This is an optimization exercise on Yosys and OpenROAD, whose aim is small area, not a production implementation. In this exercise RTL edits were held to simulation tests only and were not proved equivalent to the original. No activity file was given, so power comes from the tool's default toggle rates.

==> flow/design.v (outline; a module is shown in full before it is edited, if it fits) <==
// module alu_exec_top: 62 lines
// module ALUSourceSelect: 29 lines
// module ALU: 1003 lines
module alu_exec_top (
    input  logic        clk,
    input  logic        rst,             
    input  logic [31:0] immediate,
    input  logic [31:0] operandA,
    input  logic [31:0] operandB,
    input  logic [1:0]  sourceSelect,
    input  logic [1:0]  aluControl,
    output logic [31:0] result,
    output logic [1:0]  compareResult,
    output logic        overflow
);
  // ...
==> flow/flow/run.sh <==
#!/bin/bash
# Own layout flow: the standard ORFS flow (standard.sh) with these changes:
#  - Yosys's synth runs without its quick "abc -fast" pre-mapping (SYNTH_ARGS=-noabc),
#    so the full adders that extract_fa finds keep the polarity the RTL gives them and
#    need no inverters between them;
#  - the final ABC mapping uses flow/abc_area_nf.script (one area-recovering &nf
#    mapping pass) instead of ORFS's abc_speed.script; flow/synth_abc.tcl is
#    synth_recipe.tcl with that one substitution;
#  - ports are buffered with sky130_fd_sc_hd__buf_1 instead of the delay buffer
#    buffer_ports picks by default.
# Each step's full output goes to a log file in the folder this runs in.
set -euo pipefail
W=$PWD
bash standard.sh SYNTH_ARGS=-noabc SYNTH_SCRIPT=$W/flow/synth_abc.tcl \
  ABC_SCRIPT_OVERRIDE=$W/flow/abc_area_nf.script \
  "BUFFER_PORTS_ARGS=-buffer_cell sky130_fd_sc_hd__buf_1" finish > flow_make.log 2>&1
==> flow/flow/abc_area_nf.script <==
&get -n
&st
&dch
&nf -p -R 1000
&put
buffer -c
topo
stime -c
upsize -c
dnsize -c
==> flow/flow/synth_abc.tcl <==
# The standard synthesis script (synth_recipe.tcl), with the final ABC mapping
# run with the script named by ABC_SCRIPT_OVERRIDE instead of ORFS's abc_speed.script.
proc synth {args} { yosys synth -nofsm -noshare {*}$args }
proc abc {args} {
  set i [lsearch -exact $args -script]
  if { $i >= 0 && [info exists ::env(ABC_SCRIPT_OVERRIDE)] } {
    lset args [expr { $i + 1 }] $::env(ABC_SCRIPT_OVERRIDE)
  }
  yosys abc {*}$args
}
source $::env(SCRIPTS_DIR)/synth.tcl
# left out here: clear keep_hierarchy, flatten, clean up, hide names made inside functions, write 1_2_yosys.v
==> flow/standard.sh <==
#!/bin/bash
# synth_recipe.tcl (not shown) runs the flow's synth.tcl, then flattens the netlist and writes it again
# the make line also repeats each setting of config.mk as NAME=value (left out here)
make -C /OpenROAD-flow-scripts/flow DESIGN_CONFIG=/design/flow/config.mk WORK_HOME=/design/flow/orfs CLKGATE_MAP_FILE= SYNTH_SCRIPT=/design/flow/synth_recipe.tcl "${@:-finish}"
==> flow/config.mk <==
export PLATFORM = sky130hd
export DESIGN_NAME = alu_exec_top
export DESIGN_NICKNAME = alu_exec_top
export VERILOG_FILES = /design/flow/design.v
export SDC_FILE = /design/flow/constraint.sdc
export NUM_CORES = 4
export LEC_CHECK = 0
export CAP_MARGIN = 10
export CORE_MARGIN = 2
export CORE_UTILIZATION = 80
export CTS_BUF_LIST = sky130_fd_sc_hd__clkbuf_8
export SLEW_MARGIN = 10
==> flow/constraint.sdc <==
create_clock -name core_clock -period 9.0 [get_ports {clk}]
set_input_delay 1.8000 -clock core_clock [delete_from_list [all_inputs] [get_ports {clk}]]
set_output_delay 1.8000 -clock core_clock [all_outputs]
set_load 0.01 [all_outputs]
==> impl_results.md, run 1 <==
- Final hold viol count: 0
- Vias in the first global route: approximately 14,000
- Post-Synth Simple-Gate Area: under 10%
- Multi-input combinational area share: 73.7%
- RSZ-0062 raised after global routing: false
- Critical Path Sink Type: flip-flop
- Commonest non-fill, non-tap cell in the layout: xor2_1
- Yosys warnings: 2
- Non-filler cells, final: roughly 1,900
- Area contributors post-synth: fa_1 (28%), dfxtp_1 (17%), xor2_1 (14%)
- Routed met3 length: approximately 7900 µm
- Layout net count: 1,941
- Sequential share of cell area: approximately 16%
- WL final: 52,400 µm
- Tap cell count: 260
- Residual DRC count: 0
- Setup Fix Bufs, Post-CTS: 0
- Wire length on met2: 22,400 µm
- Router iterations before antenna repair: 12
- CP Launch Point: sel_q[0]$_SDFF_PP0_
- Clock power share: 19.2%
- HP Start: result[12]$_SDFFE_PP0P_
- Largest class: multi-input gates
- Fillers: 912
- Crit path buf inv count: 2
- DPL Wire Length: 36,800 µm
- Status: timing/DRC/antenna clean
- Hold EP: result[12]$_SDFFE_PP0P_
- Count leader, synth: xor2_1
- Die ar.: 20,500 µm²
- Tot Pwr: approximately 2800 µW
- Final setup violating endpoints: 0
- Register area share after synthesis: 17.4%
- Cell Int Power: 1480 µW
==> inputs of run 2 (changes only) <==
--- a/flow/flow/run.sh
+++ b/flow/flow/run.sh
@@ -8,2 +8,4 @@
 #    synth_recipe.tcl with that one substitution;
+#  - after global routing, ORFS's power recovery (RECOVER_POWER=100) downsizes gates
+#    on paths with positive slack;
 #  - ports are buffered with sky130_fd_sc_hd__buf_1 instead of the delay buffer
@@ -15,2 +17,2 @@
   ABC_SCRIPT_OVERRIDE=$W/flow/abc_area_nf.script \
-  "BUFFER_PORTS_ARGS=-buffer_cell sky130_fd_sc_hd__buf_1" finish > flow_make.log 2>&1
+  "BUFFER_PORTS_ARGS=-buffer_cell sky130_fd_sc_hd__buf_1" RECOVER_POWER=100 finish > flow_make.log 2>&1
--- a/flow/config.mk
+++ b/flow/config.mk
@@ -9,4 +9,4 @@
 export CORE_MARGIN = 2
-export CORE_UTILIZATION = 80
-export CTS_BUF_LIST = sky130_fd_sc_hd__clkbuf_8
+export CORE_UTILIZATION = 60
+export CTS_BUF_LIST = sky130_fd_sc_hd__clkbuf_8 sky130_fd_sc_hd__clkbuf_16
 export SLEW_MARGIN = 10
==> run 2 against run 1 <==
Now fails the layout checks on max-capacitance violations, max-slew violations; sequential power decreased by 1%; synthesized area unchanged; final area increased by 1.8%; setup slack improved by 0.34 ns; critical path depth decreased by 1; global-route usage decreased by 17 points; routed wire length decreased by 9.8%; clock power increased by 32%; cell count increased by 4.2%.
==> impl_results.md, run 2 <==
- HP Class: flip-flop to flip-flop (unchanged)
- Max Clock Freq: 0.119 GHz (was 0.114 GHz)
- Post-Synth Simple-Gate Area: 9.62% (unchanged)
- Remaining antenna violation count: 0 (unchanged)
- Setup Slack @ Placement: 0.653 ns (was 0.506 ns)
- Clk root buf: clkbuf_16 (was clkbuf_8)
- First-pass GRT wire length: 72,300 µm (was 80,100 µm)
- Synth Instances: 1,533 (unchanged)
- RSZ-0062 raised after global routing: false (unchanged)
- Core Util, Final: 67.0% (was 87.9%)
- Worst skew pair latency: 0.44 ns (was 0.48 ns)
- Failing Checks: max-capacitance violations, max-slew violations
- Router iterations before antenna repair: 6 (was 12)
- Final setup violating endpoints: 0 (unchanged)
- Commonest non-fill, non-tap cell in the layout: xor2_1 (unchanged)
- Residual DRC count: 0 (unchanged)
- Cell taking the most area after synthesis: fa_1 (unchanged)
- Multiplexer share of the synthesized area: 5.93% (unchanged)
- Crit path arrival time: 8.73 ns (was 9.11 ns)
- PD cells: 166 nW/µm² (about the same)
- Max clock buf depth: 2 (unchanged)
- Peak supply drop: 0.000174 V (was 0.000218 V)
- Worst Setup Start Kind: flip-flop (unchanged)
- Gr usage total: 35.8% (was 52.4%)
- GPL Wtd Cong: 1.00 (was 1.05)
- Die H: 165 µm (was 143 µm)
- Post-Synth XOR/XNOR Area: 17.9% (unchanged)
- Initial antenna violation count: 0 (unchanged)
- Synth Area in Compound Gates: 15.0% (unchanged)
- Final worst-path cycle share: 93.7% (was 97.5%)
- Row count: 58 (was 50)
- CP delay by family, top: adder cells (unchanged)
- Mapped cell area: 15,500 µm² (unchanged)
- Setup Fix Bufs, Post-CTS: 0 (unchanged)
- Layout net count: 1,949 (was 1,941)
- Yosys warnings: 2 (unchanged)
- Syn_nets: 1,880 (unchanged)
- PortBufs: 136 (unchanged)
- Drt wl/cell: 24.3 µm (was 28.1 µm)
- Post_cts resized: 0 (unchanged)
- Share of layout cells above drive strength 1: 8.24% (was 8.03%)
- Area grow syn2layout: 9.01% (was 7.09%)
- WP data required: 9.29 ns (was 9.33 ns)
- CTS buffer count: 17 (unchanged)
- Final hold viol count: 0 (unchanged)
- Clock skew: 0.0204 ns (was 0.0198 ns)
- Final worst setup slack: 0.566 ns (was 0.222 ns)
- Post-CTS Hold Fix Bufs: 0 (unchanged)
- WL final: 47,300 µm (was 52,400 µm)
- Asr flop ratio synth: 0% (unchanged)
- Max incr delay on CP: 0.77 ns (was 0.75 ns)
- Reg clk slew, reported paths: 0.08 ns (was 0.09 ns)
- CTS tree: built (unchanged)
- Crit path max fanout: 13 (was 25)
- Largest family of logic cells by synthesized area: adder cells (unchanged)
- Synthesized area per cell: 10.1 µm² (unchanged)
- Adder-cell share of the synthesized area: 30.3% (unchanged)
- Seq cells post-synth: 135 (unchanged)
- Slew Limit Fails: 49 (was 0)
- Area contributors post-synth: fa_1 (28%), dfxtp_1 (17%), xor2_1 (14%) (unchanged)
- Yosys cell types: 42 (unchanged)
- Synth top cells by count: xor2_1 (243), a22oi_1 (217), fa_1 (216) (unchanged)
- Final min period: 8.43 ns (was 8.78 ns)
- DIE WIDTH: 165 µm (was 143 µm)
- Count leader, synth: xor2_1 (unchanged)
- Via density: 6.26 (was 7.33)
- Vias in the first global route: 12,200 (was 14,100)
- Critical Path Sink Type: flip-flop (unchanged)
- Slowest cell on crit path: mux2i_1 (unchanged)
- GRT overflow: 0 (unchanged)
- Die ar.: 27,200 µm² (was 20,500 µm²)
- Post-synth top area share: 27.9% (unchanged)
- Worst slew margin: -15.6% (was 26.8%)
- DPL Wire Length: 36,600 µm (was 36,800 µm)
- Most used DFF post-synth: dfxtp_1 (unchanged)
- Worst slew pin tran: 1.73 ns (was 1.10 ns)
- Most frequent cells in the layout: xor2_1 (244), a22oi_1 (217), fa_1 (216) (was xor2_1 (243), a22oi_1 (217), fa_1 (216))
- Max-Cap Viols: 1 (was 0)
- Fillers: 2,097 (was 912)
- Hold_ws: 0.476 ns (was 0.503 ns)
- Antenna Diode Count: 0 (unchanged)
- Largest net degree at the start of global routing: 89 (was 94)
- Initial Util: 61.4% (was 82.1%)
- Leakage power: 0.00646 µW (was 0.00634 µW)
- Register area share after synthesis: 17.4% (unchanged)
- Io pins: 137 (unchanged)
- Core Box Area: 25,300 µm² (was 18,900 µm²)
- Setup tns final: 0 ns (unchanged)
- H-tree depth: 4 (unchanged)
- Critical setup path kind: flip-flop to flip-flop (unchanged)
- Iter 0 DRT Violations: 1,441 (was 2,578)
- Crit path buf inv count: 2 (unchanged)
- Status: complete, but fails checks (was timing/DRC/antenna clean)
- Vias: 12,200 (was 13,700)
- Clk sink count: 135 (unchanged)
- Post-synth EDFFs: 0 (unchanged)
==> run 2: metal layers <==
metal / GRT usage, % / vias to the layer above / share of wire, %
met4: 15.8 / 0 / 4.6
li1: - / 5386 / -
met2: 54.5 / 749 / 44
met1: 49.8 / 5912 / 42
met5: 0 / - / 0
met3: 7.03 / 127 / 9.4
==> run 2: kinds of logic (layout without fill, tap and decap cells) <==
kind of cell | Yosys count | count (layout)
compound gates | 305 | 305
xor+xnor | 316 | 316
simple gates | 286 | 286
flops | 135 | 135
fa+ha+maj | 246 | 246
buf+inv | 157 | 239
mux | 88 | 88
==> run 2: path summary, 6_finish.rpt <==
kind                                 start                             to  slack (ns)  cells past startpoint
max                    sel_q[0]$_SDFF_PP0_  compareResult[1]$_SDFFE_PP0N_        0.57                     25
min          compareResult[1]$_SDFFE_PP0N_  compareResult[1]$_SDFFE_PP0N_        0.48                      2
max reg2reg            sel_q[0]$_SDFF_PP0_  compareResult[1]$_SDFFE_PP0N_        0.57                     25
min reg2reg  compareResult[1]$_SDFFE_PP0N_  compareResult[1]$_SDFFE_PP0N_        0.48                      2
==> run 2: cell type report <==
type / instances / area, µm² / area share, %
sequential: 135 / 2700 / 16.0
multi-input combinational: 1241 / 12200 / 72.3
timing repair buffer: 193 / 938 / 5.55
clock inverter: 14 / 135 / 0.799
tap: 330 / 413 / 2.44
inverter: 14 / 52.6 / 0.311
clock buffer: 18 / 439 / 2.60
==> run 2: stage by stage <==
| stage | instances | cell area (µm²) | total power (µW) |
|---|---|---|---|
| after global placement | 1913 | 16300 | 2100 |
| after global routing | 1945 | 16900 | 2980 |
| final | 1945 | 16900 | 2810 |
| after CTS | 1945 | 16900 | 2820 |
| after detailed placement | 1913 | 16300 | 2120 |
| after floorplan | 1533 | 15500 | 1680 |
==> run 2: report_power, final <==
group	internal, µW	switching [µW]	total (µW)
sequential	682	39.2	721
combinational	562	829	1390
clock	374	325	698
total	1620	1190	2810
==> run 2: worst min-delay path, stage by stage, from the launching register on <==
cell,delay (ns)
dfxtp_1,0.31
nand2b_1,0.07
a21oi_1,0.05

==> static timing again, ports no longer ideal <==
How much do the figures lean on ideal ports? The routed layouts below were timed once more, with nothing changed but the port constraints. Step 1 sets driving cells, clkbuf_16 on the clock port and buf_2 on the other inputs (assumed; they add their load-dependent delay and slew). Step 2 also shifts input and output timing later by t, the mid clock arrival at the registers, as if the neighbouring blocks saw the same clock. Three values: ideal, step 1, step 2; two values: the first two.
| run | t, ns | setup slack, ns | clock arrival spread, ns | worst register clock-pin slew, ns | worst data-port slew with drivers (ns) |
|---|---|---|---|---|---|
| run 1 | 0.516 | 0.222 / 0.222 / 0.222 | 0.020 / 0.021 | 0.10 / 0.10 | 0.05 |
| run 2 | 0.477 | 0.566 / 0.566 / 0.566 | 0.020 / 0.020 | 0.08 / 0.08 | 0.03 |
